What follows belongs to an exercise in optimizing a design on an open flow for small area, a short achievable clock period and few clock cycles per item; a production flow would make more cautious choices. The RTL was checked by simulation tests, not by an equivalence proof against the original design. Power figures rest on the tool's default switching activity, not on a simulated workload.

## run A
// simple_cpu_top
module simple_cpu_top #(
    parameter BIT_WIDTH = 16,
    parameter PROGRAM_FILE = "program.mem"
)(
    input wire clk,
    input wire rst_n,
    input wire start,
    input wire [BIT_WIDTH-1:0] operand_a,
    input wire [BIT_WIDTH-1:0] operand_b,
    output wire [BIT_WIDTH-1:0] result,
    output wire done
);
    wire [BIT_WIDTH-1:0] product;
    simple_datapath #(.BIT_WIDTH(BIT_WIDTH)) datapath (
        .a(operand_a), .b(operand_b), .p(product)
    );
    simple_control control (
        .clk(clk), .rst_n(rst_n), .start(start), .done(done)
    );
    reg [BIT_WIDTH-1:0] result_r;
    always @(posedge clk)
        if (start) result_r <= product;
    assign result = result_r;
endmodule
Size in the first run: about 350 cells after synthesis, roughly 52 I/O pins, roughly 0.0036 mm^2 of cells after synthesis.
export LEC_CHECK = 0
export CAP_MARGIN = 20
export CORE_MARGIN = 2
export CORE_UTILIZATION = 40
export CTS_BUF_LIST = sky130_fd_sc_hd__clkbuf_4
export GPL_TIMING_DRIVEN = 0
export SLEW_MARGIN = 20
export SYNTH_HIERARCHICAL = 1
export SYNTH_MINIMUM_KEEP_SIZE = 0
create_clock -name core_clock -period 5.0 [get_ports {clk}]
standard.sh (not shown) runs the stock make flow with config.mk's settings and CLKGATE_MAP_FILE= SYNTH_SCRIPT=/design/flow/synth_recipe.tcl, a recipe that flattens the netlist after the stock synthesis.
==> flow/flow/run.sh <==
#!/bin/bash
# The standard layout with: port buffers made from buf_2 cells (ORFS's
# default picks a delay buffer, clkdlybuf4s50_1) and the output-port buffers
# then reduced to buf_1; the buffers that synthesis (ABC) inserted removed at
# floorplan, leaving buffering to the resizer, which sees the placement; and
# ORFS's power recovery after global routing, which downsizes gates off the
# critical paths.
set -euo pipefail
bash standard.sh "BUFFER_PORTS_ARGS=-buffer_cell sky130_fd_sc_hd__buf_2" "POST_GLOBAL_PLACE_TCL=$(pwd)/flow/outbuf.tcl" REMOVE_ABC_BUFFERS=1 RECOVER_POWER=100 finish > standard_run.log 2>&1
==> flow/flow/outbuf.tcl <==
# After global placement: the output-port buffers drive only the port's fixed
# load and have plenty of slack, so use the smallest buffer for them.
foreach inst [get_cells output*] {
  replace_cell $inst sky130_fd_sc_hd__buf_1
}
Run A has completed all stages; timing, DRC and antenna checks passed.
Testbench counts of run A, summed over its fixed seeds: cycles 384, items 384.
--- input diff run A..run B ---
- a deleted CTS_BUF_LIST that had been sky130_fd_sc_hd__clkbuf_4
- an added SETUP_SLACK_MARGIN of 0.6
==> flow/flow/run.sh <==
#!/bin/bash
# The standard layout with: port buffers made from buf_2 cells (ORFS's
# default picks a delay buffer, clkdlybuf4s50_1); the buffers that synthesis
# (ABC) inserted removed at floorplan, leaving buffering to the resizer, which
# sees the placement; and ORFS's power recovery after global routing, which
# downsizes gates off the critical paths.
set -euo pipefail
bash standard.sh "BUFFER_PORTS_ARGS=-buffer_cell sky130_fd_sc_hd__buf_2" REMOVE_ABC_BUFFERS=1 RECOVER_POWER=100 finish > standard_run.log 2>&1
removed: flow/flow/outbuf.tcl
==> run summary <==
Run B has completed all stages; timing, DRC and antenna checks passed.
Run A ran to completion and came out clean on the timing, design-rule and antenna checks.
Diff run A -> run B: remaining max-slew budget at the tightest pin went down; area of the multi-input gates has increased; number of post-CTS setup repair buffers now sits higher; sequential share of layout area went down 1.9 points.
Run A vs run B, critical path startpoint: operand_b[1] vs operand_a[1]
Compared with run A, in run B DRC violation total after the first TritonRoute iteration now smaller; data required time at the worst endpoint now smaller; shortest clock period the worst path allows after layout now smaller; number of enable-type register cells in the synthesized netlist comparable; first-pass GRT wire length now larger.
Run A -> run B: mean number of vias per cell decreased slightly
Compared with run A, run B degrades total power.
For run C, these inputs were changed with respect to run B:
- removing SETUP_SLACK_MARGIN (formerly 0.6)
- setting CTS_BUF_LIST to sky130_fd_sc_hd__clkbuf_4 for the first time
Notes after the runs:
The combinational cell fraction of total power of run C is lower than that of run B. Summary of the comparison: tightest hold margin is higher in run C, relative to run B. Taking run C as 1.0, run B lands at 1.14 on overall routed net length. When run C is set beside run B, its final cycle utilization of the critical path turns out to be 3.3 points larger. In the reports for run B and run C, the larger register clock-pin slew on the reported worst setup and hold paths belongs to run C. Maximum frequency from static timing analysis (run C vs. run B) decreases by a few percent. From run B to run C the numbers moved as follows: worst setup slack shrank by 0.17 ns; met2 wirelength from detailed routing shrank by 13%. Number of global-route vias before repair was lower in the run labelled run C. In the tables for run B and run C, proportion of cell area occupied by registers reads lower with run B.

[port drivers added, routing unchanged]
No port has a modelled driver above. Below, the same layouts with a new extraction and two added sets of constraints. Step 1 assumes that a clkbuf_16 drives the clock port and a buf_2 every other input. Step 2 moves the port delays by t, midway between the first and last clock arrival at a register: inputs arrive t later, outputs are due t later. That takes back most of the time a late clock gives input paths. Slacks: ideal / step 1 / step 2; pairs: ideal / step 1.
run | t (ns) | setup WS [ns] | hold WS [ns] | slew at the worst register clock pin (ns) | worst data-port slew with drivers (ns)
run A | 0.306 | 0.170 / 0.168 / -0.138 | 0.467 / 0.468 / 0.468 | 0.11 / 0.11 | 0.05
run B | 0.272 | 0.340 / 0.251 / -0.021 | 0.461 / 0.461 / 0.461 | 0.07 / 0.07 | 0.12
run C | 0.306 | 0.173 / 0.171 / -0.136 | 0.466 / 0.469 / 0.469 | 0.10 / 0.10 | 0.04
With both steps, setup timing fails in every run listed, where it was met with ideal ports. For run B, which loses most, drivers alone change the setup slack by -0.089 ns; drivers and shift together by -0.361 ns.
